Context: an optimization exercise on an open-source flow, tuned for small area and a short achievable clock period. The choices shown serve that exercise and are no tape-out recipe.
RTL that was checked went through simulation tests only; none was proved equivalent to the original.
Power and IR drop assume default switching activity.

Setup of try-pepper:
==> flow/design.v (excerpt) <==
module mult_top(
    input clk,
    input  [15:0] x,
    input  [15:0] y,
    output [31:0] p_out
    );
    wire [2:0] on0, tw0, ng0;
    genvar g;
    generate for (g = 0; g < 3; g = g + 1) begin : benc
        wire b2 = x[11+2*g], b1 = x[10+2*g], b0 = x[9+2*g];
        assign on0[g] = b1 ^ b0;
        assign tw0[g] = (b2 ^ b1) & ~(b1 ^ b0);
        assign ng0[g] = b2 & ~(b1 & b0);           
    end endgenerate
    wire sx0 = x[9];
    wire [9:0] ax = x[9:0] ^ {10{sx0}};
    wire l3 = ax[8], l2 = ax[7], l1 = ax[6], l0 = |ax[5:0];
    wire h80 = l3, h70 = ~l3 & l2, h60 = ~l3 & ~l2 & l1, h00 = ~l3 & ~l2 & ~l1 & l0;
    wire [8:0] x20 = {ax[8] & ~h80, ax[7] & ~h70, ax[6] & ~h60, ax[5:1], ax[0] & ~h00};
    wire ps = x[9] ^ y[15];
    wire [15:0] ya = y ^ {16{y[15]}};
    wire zy = ~(ya[14] | ya[13] | ya[12]);
    wire [9:0] xs = zy ? 10'd0 : ({1'b0, x20} ^ {10{ps}});
    wire [12:0] oa0 = ya[14] ? {xs[9], xs, 2'b0} : ya[13] ? {{2{xs[9]}}, xs, 1'b0} : {{3{xs[9]}}, xs};
    reg [15:0] y1; reg [2:0] on, tw, ng; reg sx, h8, h7, h6, h0; reg [12:0] oa1;
    always @(posedge clk) begin
        y1 <= y; on <= on0; tw <= tw0; ng <= ng0;
        sx <= sx0; h8 <= h80; h7 <= h70; h6 <= h60; h0 <= h00; oa1 <= oa0;
    end
    wire b0_0 = (y1[0]&on[0])^ng[0];
    wire b0_1 = ((y1[1]&on[0])|(y1[0]&tw[0]))^ng[0];
    wire b0_2 = ((y1[2]&on[0])|(y1[1]&tw[0]))^ng[0];
    wire b0_3 = ((y1[3]&on[0])|(y1[2]&tw[0]))^ng[0];
    wire b0_4 = ((y1[4]&on[0])|(y1[3]&tw[0]))^ng[0];
    wire b0_5 = ((y1[5]&on[0])|(y1[4]&tw[0]))^ng[0];
  ...
For scale: ~670 cells after synthesis, roughly 90 flip-flops, ~6300 um^2 of cells after synthesis.
Settings: LEC_CHECK=0, CAP_MARGIN=20, CORE_MARGIN=2, CORE_UTILIZATION=60, PLACE_DENSITY=0.8, SETUP_SLACK_MARGIN=1.75, SLEW_MARGIN=20; clock period 5.0 ns.
standard.sh (not shown) runs the stock make flow with config.mk's settings and CLKGATE_MAP_FILE= SYNTH_SCRIPT=/design/flow/synth_recipe.tcl, a recipe that flattens the netlist after the stock synthesis.
==> flow/flow/run.sh <==
#!/bin/bash
# The standard layout; the only change is the port buffer cell (buf_1 instead of the default).
set -euo pipefail
export BUFFER_PORTS_ARGS="-buffer_cell sky130_fd_sc_hd__buf_1"
bash standard.sh > standard.log 2>&1
diff inputs: try-pepper => try-fjord
- a deleted PLACE_DENSITY that had been 0.8
- a change of SETUP_SLACK_MARGIN from 1.75 to 1.6
### Flow results
Delta (try-fjord minus try-pepper): setup slack now smaller; final period utilization rose by 1.6 points; slew at the pin closest to its max-slew limit shows a reduction of 0.070 ns. For try-pepper, the type of the worst setup path was reg -> reg, unlike try-fjord, where it was reg -> out.
The inputs of try-umber differ from those of try-fjord as listed below.
- SETUP_SLACK_MARGIN now 1.75, was 1.6
## What came out
Wire length of the first global-routing pass of try-umber is on par with try-fjord.
Critical path launch point: r2c -> try-fjord, r2p[0] -> try-umber
Re per-cell via count in the routed design: try-fjord was lower than try-umber.
try-umber vs. try-fjord: total power of the final layout went up by about 1.3%.
Proportion of cell area occupied by multi-input gates was higher in the run labelled try-fjord.
try-umber ended with more count of cell instances traversed by the critical path than try-fjord.
Looking at fmax, try-umber sits 3.0% above try-fjord.
On number of buffers and inverters on the critical path: between try-umber and try-fjord, it ends up lower for try-fjord.
The inputs of try-zinc differ from those of try-umber as listed below.
- SETUP_SLACK_MARGIN changed from 1.75 to 1.85
try-zinc vs try-umber — global-route wire length before repair rose 120 um. Reported for try-umber and try-zinc, synthesized area per cell turned out identical to the last digit. Comparing try-umber with try-zinc, the register fraction of the total cell area came out essentially unchanged. Against try-umber, detail-routed via count per cell in try-zinc rose slightly. On clock network area share, try-umber and try-zinc are neck and neck. On total overflow reported by the global router, try-umber tracks try-zinc almost exactly. ~same clock tree skew after final layout in try-umber and try-zinc. On ratio of cells with drive above 1 in the final layout, the higher figure sits with try-zinc, not try-umber. Higher setup slack among try-umber and try-zinc: try-umber.
What try-onyx does differently from try-zinc at the input level:
- changing SETUP_SLACK_MARGIN from 1.85 to 2.0
==> notes.md <==
Per the final summary, try-onyx finished and its layout is clean on timing, DRC and antenna.
Starting density of the core came out exactly the same in try-zinc and try-onyx.
try-onyx: proportion of power drawn by combinational gates 1.1 points above try-zinc
As far as total iterations of the first detailed-routing run goes, try-zinc and try-onyx are indistinguishable; the numbers are identical.
try-zinc → try-onyx: signed area change from the synthesized netlist to the final layout moved up; leakage power of the design shows an increase of 0.053 nW; highest attainable clock frequency climbed about 0.3%.
NOTE switching component of the power try-zinc->try-onyx increased by a few percent
Summary: worst hold slack, try-onyx better than try-zinc
try-zinc has a higher detailed-route via count than try-onyx.

mult_top, a different RTL version from the one above (not shown whole).
Size in the first run: roughly 640 cells after synthesis, about 65 I/O pins.
export LEC_CHECK = 0
export CAP_MARGIN = 20
export CORE_MARGIN = 2
export CORE_UTILIZATION = 60
export SETUP_SLACK_MARGIN = 1.75
export SLEW_MARGIN = 20
create_clock -name core_clock -period 5.0 [get_ports {clk}]
Scripts as last shown in full above: flow/flow/run.sh
The baseline produced a clean layout.
Edit:
SETUP_SLACK_MARGIN = 2.0   (was 1.75)
=> Count of clock-buffer cells in the layout does not change; total power increases by a few percent; maximum frequency decreases slightly; non-clock buffer count increases by 8; hold slack degrades by 37 ps.
No functional check of the RTL was part of any run of this note.

## build 43
Another version of the RTL of mult_top (not shown whole).
For scale: about 670 cells after synthesis, ~65 I/O pins, roughly 6300 um2 of cells after synthesis.
export LEC_CHECK = 0
export CAP_MARGIN = 20
export CORE_MARGIN = 2
export CORE_UTILIZATION = 60
export SETUP_SLACK_MARGIN = 1.45
export SLEW_MARGIN = 20
create_clock -name core_clock -period 5.0 [get_ports {clk}]
Scripts as last shown in full above: flow/flow/run.sh
Per the final summary, build 43 finished and its layout is clean on timing, DRC and antenna.
diff inputs: build 43 => build 23
Settings: an added PLACE_DENSITY of 0.8; a change of CORE_UTILIZATION from 60 to 70; a change of SETUP_SLACK_MARGIN from 1.45 to 1.75.
==> comparison <==
- Build 23 has completed all stages; timing, DRC and antenna checks passed.
- Area occupied by multi-input gates for build 23: 3.9% up relative to build 43
- Row clock share of power: build 23 higher / build 43 lower
- Per the comparison of build 23 with build 43, switching power climbed about 13%; aggregate routed wire length climbed 12%; post-CTS setup buffer count climbed 5; sequential share of cell area dropped 0.69 points.
[inputs] build 21 vs build 23
Settings: CORE_UTILIZATION changed from 70 to 60; SLEW_MARGIN changed from 20 to 0; CAP_MARGIN changed from 20 to 0.
==> notes.md <==
Vias: build 21 below build 23. Build 23 leaves more setup margin than build 21. Looking at aggregate global-route resource usage, build 21 sits 4.1 points lower than build 23 does. Count of input and output buffers came out exactly the same in build 21 and build 23. Worst ir drop on vdd was lower in build 23 than in build 21. Sort build 21 and build 23 by met2 wirelength from detailed routing desc -> top: build 23. In terms of proportion of cell area occupied by registers, build 23 and build 21 differ only marginally. Total power was higher in the run labelled build 23. On fraction of final layout cells with drive strength greater than 1, the higher figure sits with build 23, not build 21. Build 23 ended up with fewer cell instances than build 21 did. Minimum period implied by the final worst setup slack on build 21 is up relative to build 23.
The inputs of build 1 differ from those of build 21 as listed below.
Settings: a change of SETUP_SLACK_MARGIN from 1.75 to 1.3; a change of CAP_MARGIN from 0 to 20; a change of SLEW_MARGIN from 0 to 20; a deleted PLACE_DENSITY that had been 0.8.
Tapcell count: build 1 vs build 21 identical
Build 1 | status: complete | timing, DRC, antenna: pass
In build 1, the count of buffers added by post-CTS timing repair for setup came out 4 below the value in build 21.
Build 21 has higher design area than build 1.
The higher met3 demand-to-capacity share in global routing came out of build 1.
Build 21 → build 1: core utilization moved down; sum of net half-perimeters after detailed placement fell by 170 um; cell area power density shrank by about 4.5%.
Input-level comparison between build 83 and build 1:
Settings: a change of SETUP_SLACK_MARGIN from 1.3 to 1.9.
### Flow results
Area of all placed cells without fillers, build 83 vs build 1: up by a little under 10%
Changes observed in build 83 relative to build 1: worst setup slack for register-to-register paths increased 510 ps; count of nets after finishing increased by 23 relative to the old numbers; HPWL after detailed placement went up; wire length of the first global-routing pass shows an increase of about 4.3%.
Post-synth net total came out exactly the same in build 1 and build 83.
The cell at the slowest stage of the critical path comes out sky130_fd_sc_hd__fa_1 in one run and sky130_fd_sc_hd__fa_2 in the other, namely in build 1 and build 83 respectively.
Compared with build 1, build 83 shows a higher area added between synthesis and finish.

## v40
Another version of the RTL of mult_top (not shown whole).
For scale: ~640 cells after synthesis, ~81 flip-flops, roughly 65 I/O pins, ~6000 sq um of cells after synthesis.
==> flow/config.mk <==
export PLATFORM = sky130hd
export DESIGN_NAME = mult_top
export DESIGN_NICKNAME = mult_top
export VERILOG_FILES = /design/flow/design.v
export SDC_FILE = /design/flow/constraint.sdc
export NUM_CORES = 4
export LEC_CHECK = 0
export CAP_MARGIN = 20
export CORE_MARGIN = 2
export CORE_UTILIZATION = 40
export SETUP_SLACK_MARGIN = 0.5
export SLEW_MARGIN = 20
==> flow/constraint.sdc <==
create_clock -name core_clock -period 5.0 [get_ports {clk}]
set_input_delay 1.0000 -clock core_clock [delete_from_list [all_inputs] [get_ports {clk}]]
set_output_delay 1.0000 -clock core_clock [all_outputs]
set_load 0.01 [all_outputs]
Scripts as last shown in full above: flow/flow/run.sh
Having completed the whole flow, v40 delivered a layout that passed the timing, DRC and antenna checks.
Modified inputs, v39 compared to v40
Settings: CTS_BUF_LIST: unset -> sky130_fd_sc_hd__clkbuf_4 sky130_fd_sc_hd__clkbuf_8; ABC_AREA: unset -> 1; CORE_UTILIZATION: 40 -> 60; SETUP_SLACK_MARGIN: 0.5 -> 1.0.
### Flow results
[v39] average instance area after synthesis fell 0.81 sq um relative to v40
Est. power | v39 vs v40 | v39 higher
Looking at v39 and v40, the non-clock buffer share of cell area is a wash.
Row post-route worst setup slack: v39 higher / v40 lower
NOTE: portion of the clock cycle consumed by the worst path in the final layout in v39 falls short of that of v40
## Diff of input files: v42 against v39
Settings: CTS_BUF_LIST: sky130_fd_sc_hd__clkbuf_4 sky130_fd_sc_hd__clkbuf_8 -> sky130_fd_sc_hd__clkbuf_8; CTS_CLUSTER_DIAMETER: unset -> 150; CTS_CLUSTER_SIZE: unset -> 40; ABC_AREA: 1 -> unset.
Results
- Looking at the reports, v42 completed the entire flow and the layout it produced met the timing, DRC and antenna checks.
- Compared with v39, area after synthesis in v42 increased slightly.
- Delta (v42 minus v39): final routed wirelength across all metal layers now smaller, smallest hold slack now larger, worst setup slack now larger, total number of nets in the final design now smaller, part of the cycle the worst path needs now smaller.
- Comparing pre-CTS setup slack for v39 and v42, the smaller number came from v42.
#### Input delta (v13 over v42)
Settings: a deleted CTS_CLUSTER_DIAMETER that had been 150; a deleted CTS_BUF_LIST that had been sky130_fd_sc_hd__clkbuf_8; a change of SETUP_SLACK_MARGIN from 1.0 to 2.0; a deleted CTS_CLUSTER_SIZE that had been 40; a change of CORE_UTILIZATION from 60 to 40.
Findings:
v13 reached the final stage; the timing, DRC and antenna checks on its layout passed.
v42 → v13: share of final layout cell area taken by clock buffers and inverters grew by 0.36 points, routed wire length grew by 2.7%, synthesized cell count held steady, worst hold slack shrank by 0.021 ns, clock insertion delay at the later pin of the skew report shrank by 0.02 ns.
Cmp v42 and v13 / register share of total power / higher: v42
Compared with v42, the router placed more vias in v13.

Another version of the RTL of mult_top (not shown whole).
For scale: about 740 cells after synthesis, ~90 flip-flops, about 65 I/O pins.
Settings: LEC_CHECK=0, CAP_MARGIN=20, CORE_MARGIN=2, CORE_UTILIZATION=60, SETUP_SLACK_MARGIN=1.9, SLEW_MARGIN=20; clock period 5.0 ns.
Scripts as last shown in full above: flow/flow/run.sh
The first run went through all stages and came out clean.
Rerun with:
- SETUP_SLACK_MARGIN: 1.9 -> 1.6
Non-clock buffer count goes down by 18.
Global-route usage went down by 0.56 points.
Sequential power stays flat.
Die area does not change.
Final area fell by 4.1%.
Maximum frequency shrinks by 0.58%.
Sequential share of layout area is higher by 0.88 points.
Routed wire length goes down by 4.1%.
Via count came out lower by 1.8%.
Total power falls by 8.3%.
No run of this note included a check of the RTL's function; only the layout flow was run.

== P ==
RTL: one of the versions met above, not the one the previous note started from.
Size in the first run: about 640 cells after synthesis, roughly 81 flip-flops, about 65 I/O pins.
export LEC_CHECK = 0
export CAP_MARGIN = 20
export CORE_MARGIN = 2
export CORE_UTILIZATION = 40
export CTS_BUF_LIST = sky130_fd_sc_hd__clkbuf_4 sky130_fd_sc_hd__clkbuf_8
export SETUP_SLACK_MARGIN = 1.0
export SLEW_MARGIN = 20
create_clock -name core_clock -period 5.0 [get_ports {clk}]
Scripts as last shown in full above: flow/flow/run.sh
## Diff of input files: Q against P
Settings: a deleted CTS_BUF_LIST that had been sky130_fd_sc_hd__clkbuf_4 sky130_fd_sc_hd__clkbuf_8; a change of SETUP_SLACK_MARGIN from 1.0 to 1.3; a change of CORE_UTILIZATION from 40 to 60.
Findings:
Compare Q and P | routed length on met2 higher: Q
For the switching portion of total power, Q came in 1.6 points lower than P did.
[compare] base=P new=Q: global-route usage picked up an extra 9.2 points; clock period minus worst slack decreased 0.15 ns.
Power on Q is behind P.
Compared with P, Q shows area added between synthesis and finish higher by 5.2 points.
Of Q and P, Q shows the higher cell area after layout, with P below it.
Summary — weighted congestion at the end of routability-driven global placement, Q relative to P: higher, by about 3.7%.
Taking P as the reference point, the number of global-route vias before repair of Q rises by 148.
[compare] base=P new=Q: number of non-clock buffers shows an increase of 13; maximum operating frequency rose by 4.0%.
Relative to Q, the following input files were edited for R:
Settings: CORE_UTILIZATION now 40, was 60; SETUP_SLACK_MARGIN now 0, was 1.3.
Notes after the runs:
The internal power component reported for R is smaller than that of Q by about 6.4%. Count of clock-buffer cells in the layout (R over Q): decrease, 1. Comparing Q and R, the higher worst setup slack is on Q. R against Q; number of non-clock buffers in the layout is down by more than 10%. R has final critical-path required period above what Q had. Total power: R below Q. Going from Q to R, fmax moved down; wire length moved down. The relative contribution of combinational cells to total power reported for R is smaller than that of Q by 4.2 points. Higher wire length on met2 was reported by Q, not R. Compared with Q, R shows a lower global routing met2 resource utilization.

mult_top with an RTL version that a note above also has.
Size in the first run: about 88 flip-flops, roughly 65 I/O pins.
clock: 5.0 ns
lec_check: 0
cap_margin: 20
core_margin: 2
core_utilization: 60
place_density: 0.8
setup_slack_margin: 1.6
slew_margin: 20
Scripts as last shown in full above: flow/flow/run.sh
The baseline finished with timing, DRC and antenna clean.
Next try:
PLACE_DENSITY = unset   (was 0.8)
SETUP_SLACK_MARGIN = 2.2   (was 1.6)
What happened: The changed run passed the timing, DRC and antenna checks; worst hold slack is worse by 0.028 ns; count of clock-buffer cells in the layout decreases by 1; fmax decreases by 4.2%.
Next try:
SETUP_SLACK_MARGIN = 1.6   (was 2.2)
Outcome:
- The changed run completed without violations
- via count fell by 4.2%
- setup slack improves by 0.093 ns
- total power fell by 15%
- synthesized cell count does not change
- clock skew stays flat
Next try:
SETUP_SLACK_MARGIN = 1.75   (was 1.6)
The new run finished clean.
Routed wire length is higher by 3.2%.
Critical path depth is lower by 1.
Count of clock-buffer cells in the layout stays the same.
Global-route usage is higher by 0.41 points.
Synthesized cell count stays the same.
Combinational power is higher by 9.6%.

mult_top with an RTL version that a note above also has.
Size in the first run: ~640 cells after synthesis, about 81 flip-flops, roughly 65 I/O pins.
clock: 5.0 ns
lec_check: 0
cap_margin: 20
core_margin: 2
core_utilization: 75
setup_slack_margin: 1.0
slew_margin: 20
Scripts as last shown in full above: flow/flow/run.sh
The baseline ran to the end with no violations.
==> next run, changes <==
CORE_UTILIZATION = 60   (was 75)
Power is lower by 1.7%.
Design area is higher by 1.3%.
Area after synthesis stays the same.
Via count is lower by 4.7%.
==> next run, changes <==
CORE_UTILIZATION = 40   (was 60)
Outcome: The changed run finished with timing, DRC and antenna clean; non-clock buffer count stays the same; global-route usage fell by 8.9 points; cell count rose by 6.3%; final area rose by 1.6%; hold slack loses 0.0036 ns; critical path depth stays the same; die area rose by 48%; worst setup slack loses 0.0065 ns.

static timing again, ports no longer ideal:
The flow's constraints put no driver on any port. The routed layouts listed below were extracted and timed again, unchanged, in two steps. Step 1 sets driving cells, clkbuf_16 on the clock port and buf_2 on the other inputs (assumed; they add their load-dependent delay and slew). Step 2 also shifts input and output timing later by t, the mid clock arrival at the registers, as if the neighbouring blocks saw the same clock. Slacks: no drivers / after step 1 / after step 2; pairs: no drivers / after step 1.
run	t, ns	setup WS [ns]	hold WS [ns]	worst setup path at the end
try-pepper	0.394	1.842 / 1.841 / 1.842	0.718 / 0.708 / 0.768	register to register
try-fjord	0.399	1.763 / 1.728 / 1.855	0.713 / 0.701 / 0.759	register to register
try-umber	0.398	1.858 / 1.824 / 1.927	0.714 / 0.702 / 0.752	register to register
try-zinc	0.398	1.847 / 1.812 / 1.958	0.654 / 0.654 / 0.654	register to register
try-onyx	0.401	1.857 / 1.825 / 2.081	0.661 / 0.661 / 0.661	register to register
the first run of note 2	0.399	1.719 / 1.684 / 1.875	0.716 / 0.703 / 0.764	register to register
the second run of note 2	0.401	1.696 / 1.662 / 2.047	0.679 / 0.679 / 0.679	register to register
build 43	0.401	1.604 / 1.569 / 1.706	0.644 / 0.644 / 0.644	register to register
build 23	0.382	1.717 / 1.682 / 1.778	0.640 / 0.640 / 0.640	register to register
build 21	0.389	1.704 / 1.674 / 1.807	0.636 / 0.636 / 0.636	register to register
build 1	0.398	1.485 / 1.450 / 1.554	0.704 / 0.702 / 0.704	register to register
build 83	0.405	1.734 / 1.700 / 2.061	0.601 / 0.601 / 0.601	register to register
v40	0.383	0.815 / 0.800 / 0.815	0.730 / 0.726 / 0.730	register to register
v39	0.388	1.063 / 1.028 / 1.159	0.504 / 0.504 / 0.504	register to register
v42	0.398	1.162 / 1.128 / 1.208	0.616 / 0.616 / 0.616	register to register
v13	0.388	1.240 / 1.196 / 1.358	0.595 / 0.595 / 0.595	register to register
the first run of note 5	0.401	1.712 / 1.676 / 2.015	0.685 / 0.685 / 0.685	register to register
the second run of note 5	0.404	1.693 / 1.657 / 1.932	0.707 / 0.699 / 0.707	register to register
P	0.409	1.122 / 1.088 / 1.200	0.615 / 0.615 / 0.615	register to register
Q	0.396	1.271 / 1.237 / 1.384	0.611 / 0.611 / 0.611	register to register
R	0.383	0.815 / 0.800 / 0.815	0.730 / 0.726 / 0.730	register to register
the first run of note 7	0.396	1.719 / 1.688 / 1.761	0.636 / 0.636 / 0.636	register to register
the second run of note 7	0.399	1.574 / 1.536 / 1.935	0.607 / 0.607 / 0.607	register to output
the third run of note 7	0.399	1.667 / 1.632 / 1.756	0.641 / 0.641 / 0.641	register to register
the fourth run of note 7	0.403	1.774 / 1.738 / 1.856	0.643 / 0.643 / 0.643	register to register
the first run of note 8	0.401	1.134 / 1.101 / 1.155	0.610 / 0.610 / 0.610	register to register
the second run of note 8	0.398	1.162 / 1.128 / 1.208	0.616 / 0.616 / 0.616	register to register
the third run of note 8	0.383	1.155 / 1.117 / 1.172	0.612 / 0.612 / 0.612	register to register
After both steps every run listed still meets setup and hold.
